What follows belongs to an exercise in optimizing a design on an open flow for small area, a short achievable clock period and few clock cycles per item; a production flow would make more cautious choices.

rev 12:
==> module absdiff, before the edit <==
module absdiff (
	input  wire [30:0] x,
	input  wire [30:0] y,
	output wire [30:0] d,
	output wire        xgty,
	output wire        xeqy
);
localparam N = 31;
localparam L = 5;
wire [N-1:0] p0 = ~(x ^ y);
wire [N-1:0] g0 = x & ~y;
reg [N-1:0] G;
reg [N-1:0] P;
reg [N-1:0] dt, df;
integer l, i;
always @* begin
	G = g0;
	P = p0;
	for (l = 0; l < L; l = l + 1)
		for (i = 0; i < N; i = i + 1)
			if ((i >> l) & 1) begin
				G[i] = G[i] | (P[i] & G[((i >> l) << l) - 1]);
				P[i] = P[i] & P[((i >> l) << l) - 1];
			end
	dt[0] = ~p0[0];
	df[0] = ~p0[0];
	for (i = 1; i < N; i = i + 1) begin
		dt[i] = p0[i] ^ (G[i-1] | P[i-1]);
		df[i] = ~(p0[i] ^ G[i-1]);
	end
end
wire gall = G[N-1];
assign d    = gall ? dt : df;
assign xgty = gall;
assign xeqy = P[N-1];
endmodule
==> module top, before the edit <==
module top(
		input wire [31:0] opa,
		input wire [31:0] opb,
		input wire start,
		input wire rst,
		input wire clk,
		output reg done,
		output reg [31:0] result
);
reg        busy;
reg        gy;      
reg  [4:0] k;
reg [31:0] a;
reg [31:0] b;
wire        xgty;
wire        xeqy;
wire [30:0] dh;
wire [30:0] xh = a[31:1] & {31{b[0]}};
wire [30:0] yh = b[31:1] & {31{gy}};
absdiff u_absdiff(.x(xh), .y(yh), .d(dh), .xgty(xgty), .xeqy(xeqy));
wire za  = (a == 32'd0);
wire eqt = xeqy & a[0] & b[0];
wire fin = za | eqt;
wire kz  = (k == 5'd0);
always @* begin
	done   = busy & fin & kz;
	result = b;
end
wire accept = start & (~busy | done);
wire [2:0] tz = xh[2:0] ^ yh[2:0];
reg  [30:0] ds;
always @* begin
	if (tz[0])      ds = dh;
	else if (tz[1]) ds = {1'b0, dh[30:1]};
	else if (tz[2]) ds = {2'b0, dh[30:2]};
	else            ds = {3'b0, dh[30:3]};
end
reg  [4:0] kin;
wire [31:0] oab = opa | opb;
integer i;
always @* begin
	kin = 5'd0;
	for (i = 31; i >= 0; i = i - 1)
		if (oab[i]) kin = i[4:0];
	if (opa == 32'd0 || opb == 32'd0) kin = 5'd0;
end
always @(posedge clk or negedge rst) begin
	if (~rst) begin
		busy <= 1'b0;
	end else begin
		busy <= start | (busy & ~done);
	end
end
wire an0 = accept ? opa[0] : ((|tz) | dh[3]);
wire bn0 = accept ? opb[0] : (~fin & (xgty ? b[0] : a[0]));
always @(posedge clk) begin
	gy <= (an0 | ~bn0) & (accept | ~fin);
	if (accept) begin
		a <= opa;
		b <= opb;
		k <= kin;
	end else begin
		a <= {1'b0, ds};
		if (fin) begin
			b <= {b[30:0], 1'b0};
			k <= k - 5'd1;
		end else if (~xgty)
			b <= a;
	end
end
endmodule
==> flow/config.mk <==
export PLATFORM = sky130hd
export DESIGN_NAME = top
export DESIGN_NICKNAME = top
export VERILOG_FILES = /design/flow/design.v
export SDC_FILE = /design/flow/constraint.sdc
export NUM_CORES = 4
export LEC_CHECK = 0
export CAP_MARGIN = 20
export CORE_MARGIN = 2
export CORE_UTILIZATION = 40
export SETUP_SLACK_MARGIN = 2.5
export SLEW_MARGIN = 20
==> flow/constraint.sdc <==
create_clock -name core_clock -period 7.0 [get_ports {clk}]
set_input_delay 1.4000 -clock core_clock [delete_from_list [all_inputs] [get_ports {clk}]]
set_output_delay 1.4000 -clock core_clock [all_outputs]
set_load 0.01 [all_outputs]
standard.sh (not shown) runs the stock make flow with config.mk's settings and CLKGATE_MAP_FILE= SYNTH_SCRIPT=/design/flow/synth_recipe.tcl, a recipe that flattens the netlist after the stock synthesis.
==> flow/flow/run.sh <==
#!/bin/bash
# Standard layout, with plain buf_1 cells as the port buffers.
set -euo pipefail
export BUFFER_PORTS_ARGS="-buffer_cell sky130_fd_sc_hd__buf_1"
bash standard.sh > standard.log 2>&1
diff inputs: rev 12 => rev 13
==> flow/design.v <==
module absdiff (
	input  wire [30:0] x,
	input  wire [30:0] y,
	output wire [30:0] d,
	output wire        xgty,
	output wire        xeqy
);
localparam N = 31;
localparam L = 5;
wire [N-1:0] p0 = ~(x ^ y);
wire [N-1:0] g0 = x & ~y;
reg [N-1:0] G, P, Gn, Pn;
reg [N-1:0] c;
integer l, i;
always @* begin
	G = g0;
	P = p0;
	for (l = 0; l < L; l = l + 1) begin
		for (i = 0; i < N; i = i + 1) begin
			Gn[i] = G[i] | (P[i] & G[(i + N - (1 << l)) % N]);
			Pn[i] = P[i] & P[(i + N - (1 << l)) % N];
		end
		G = Gn;
		P = Pn;
	end
	for (i = 0; i < N; i = i + 1)
		c[i] = G[(i + N - 1) % N];
end
wire gall = c[0];
assign d    = p0 ^ c ^ {N{~gall}};
assign xgty = gall;
assign xeqy = P[0];
endmodule
module top(
		input wire [31:0] opa,
		input wire [31:0] opb,
		input wire start,
		input wire rst,
		input wire clk,
		output reg done,
		output reg [31:0] result
);
reg        busy;
reg        zf;      
reg        zbp;     
reg  [4:0] k;
reg [31:0] a;
reg [31:0] b;
wire        xgty;
wire        xeqy;
wire [30:0] dh;
wire [30:0] xh = a[31:1] & {31{b[0]}};
wire [30:0] yh = b[31:1] & {31{(a[0] | ~b[0]) & ~zf}};
absdiff u_absdiff(.x(xh), .y(yh), .d(dh), .xgty(xgty), .xeqy(xeqy));
wire eqt = xeqy & a[0] & b[0];
wire fin = zf | eqt;
wire kz  = (k == 5'd0);
always @* begin
	done   = busy & fin & kz;
	result = b;
end
wire accept = start & (~busy | done);
wire [2:0] tz = xh[2:0] ^ yh[2:0];
reg  [30:0] ds;
always @* begin
	if (tz[0])      ds = dh;
	else if (tz[1]) ds = {1'b0, dh[30:1]};
	else if (tz[2]) ds = {2'b0, dh[30:2]};
	else            ds = {3'b0, dh[30:3]};
end
wire opaz = (opa == 32'd0);
wire opbz = (opb == 32'd0);
reg  [4:0] kin;
wire [31:0] oab = opa | opb;
integer i;
always @* begin
	kin = 5'd0;
	for (i = 31; i >= 0; i = i - 1)
		if (oab[i]) kin = i[4:0];
	if (opaz || opbz) kin = 5'd0;
end
always @(posedge clk or negedge rst) begin
	if (~rst) begin
		busy <= 1'b0;
	end else begin
		busy <= start | (busy & ~done);
	end
end
always @(posedge clk) begin
	zf  <= accept ? opaz : (fin | zbp);
	zbp <= accept & opbz;
	if (accept) begin
		a <= opa;
		b <= opb;
		k <= kin;
	end else begin
		a <= {1'b0, ds};
		if (fin) begin
			b <= {b[30:0], 1'b0};
			k <= k - 5'd1;
		end else if (~xgty)
			b <= a;
	end
end
endmodule
### Flow results
Rev 13 has completed all stages; timing, DRC and antenna checks passed. Going from rev 12 to rev 13, hold slack went down 0.13 ns; average wire per standard cell saw an increase. For the sequential share of layout area, rev 13 came in 3.0 points lower than rev 12 did. Going from rev 12 to rev 13, setup slack shrinks by 0.16 ns. Higher height of the chip was reported by rev 13, not rev 12. Cmp rev 13 vs rev 12: number of post-CTS setup repair buffers higher in rev 13. Re die area: rev 12 was lower than rev 13. The number of cells in the finished layout apart from fillers reported for rev 13 is greater than that of rev 12 by 195. Compared with rev 12, rev 13 shows number of nets in the finished design higher by 147. Of rev 13 and rev 12, rev 13 shows the higher final non-filler cell area, with rev 12 below it. Number of cells traversed by the worst register-to-register path: rev 13 vs rev 12 down 2.
Function was not checked in any run of this note: the RTL went through the layout flow alone.

## afterwards: timing with drivers on the ports
In the flow no input, the clock included, has a driving cell. The finished layouts below were timed again as built, in two steps. Step 1 (the two cells are an assumption about what drives the block):
set clk [get_ports {clk}]
set_driving_cell -lib_cell sky130_fd_sc_hd__clkbuf_16 $clk
set_driving_cell -lib_cell sky130_fd_sc_hd__buf_2 [delete_from_list [all_inputs] $clk]
Step 2 adds t to the input delays and takes it off the output delays; t is the mean of the earliest and latest rising clock arrival at the registers after step 1. Input paths then give back, and output paths get back, about the clock's delay inside the block. a / b / c = ideal ports / drivers / drivers and shift; a / b = the first two.
run | t (ns) | setup WS [ns] | hold WS [ns] | worst register clock-pin slew, ns | worst slew at a driven data input, ns
rev 12 | 0.393 | 2.622 / 2.582 / 2.719 | 0.615 / 0.615 / 0.615 | 0.07 / 0.07 | 0.04
rev 13 | 0.399 | 2.464 / 2.417 / 2.683 | 0.485 / 0.485 / 0.485 | 0.07 / 0.07 | 0.04
After both steps setup and hold are still met in every run listed.
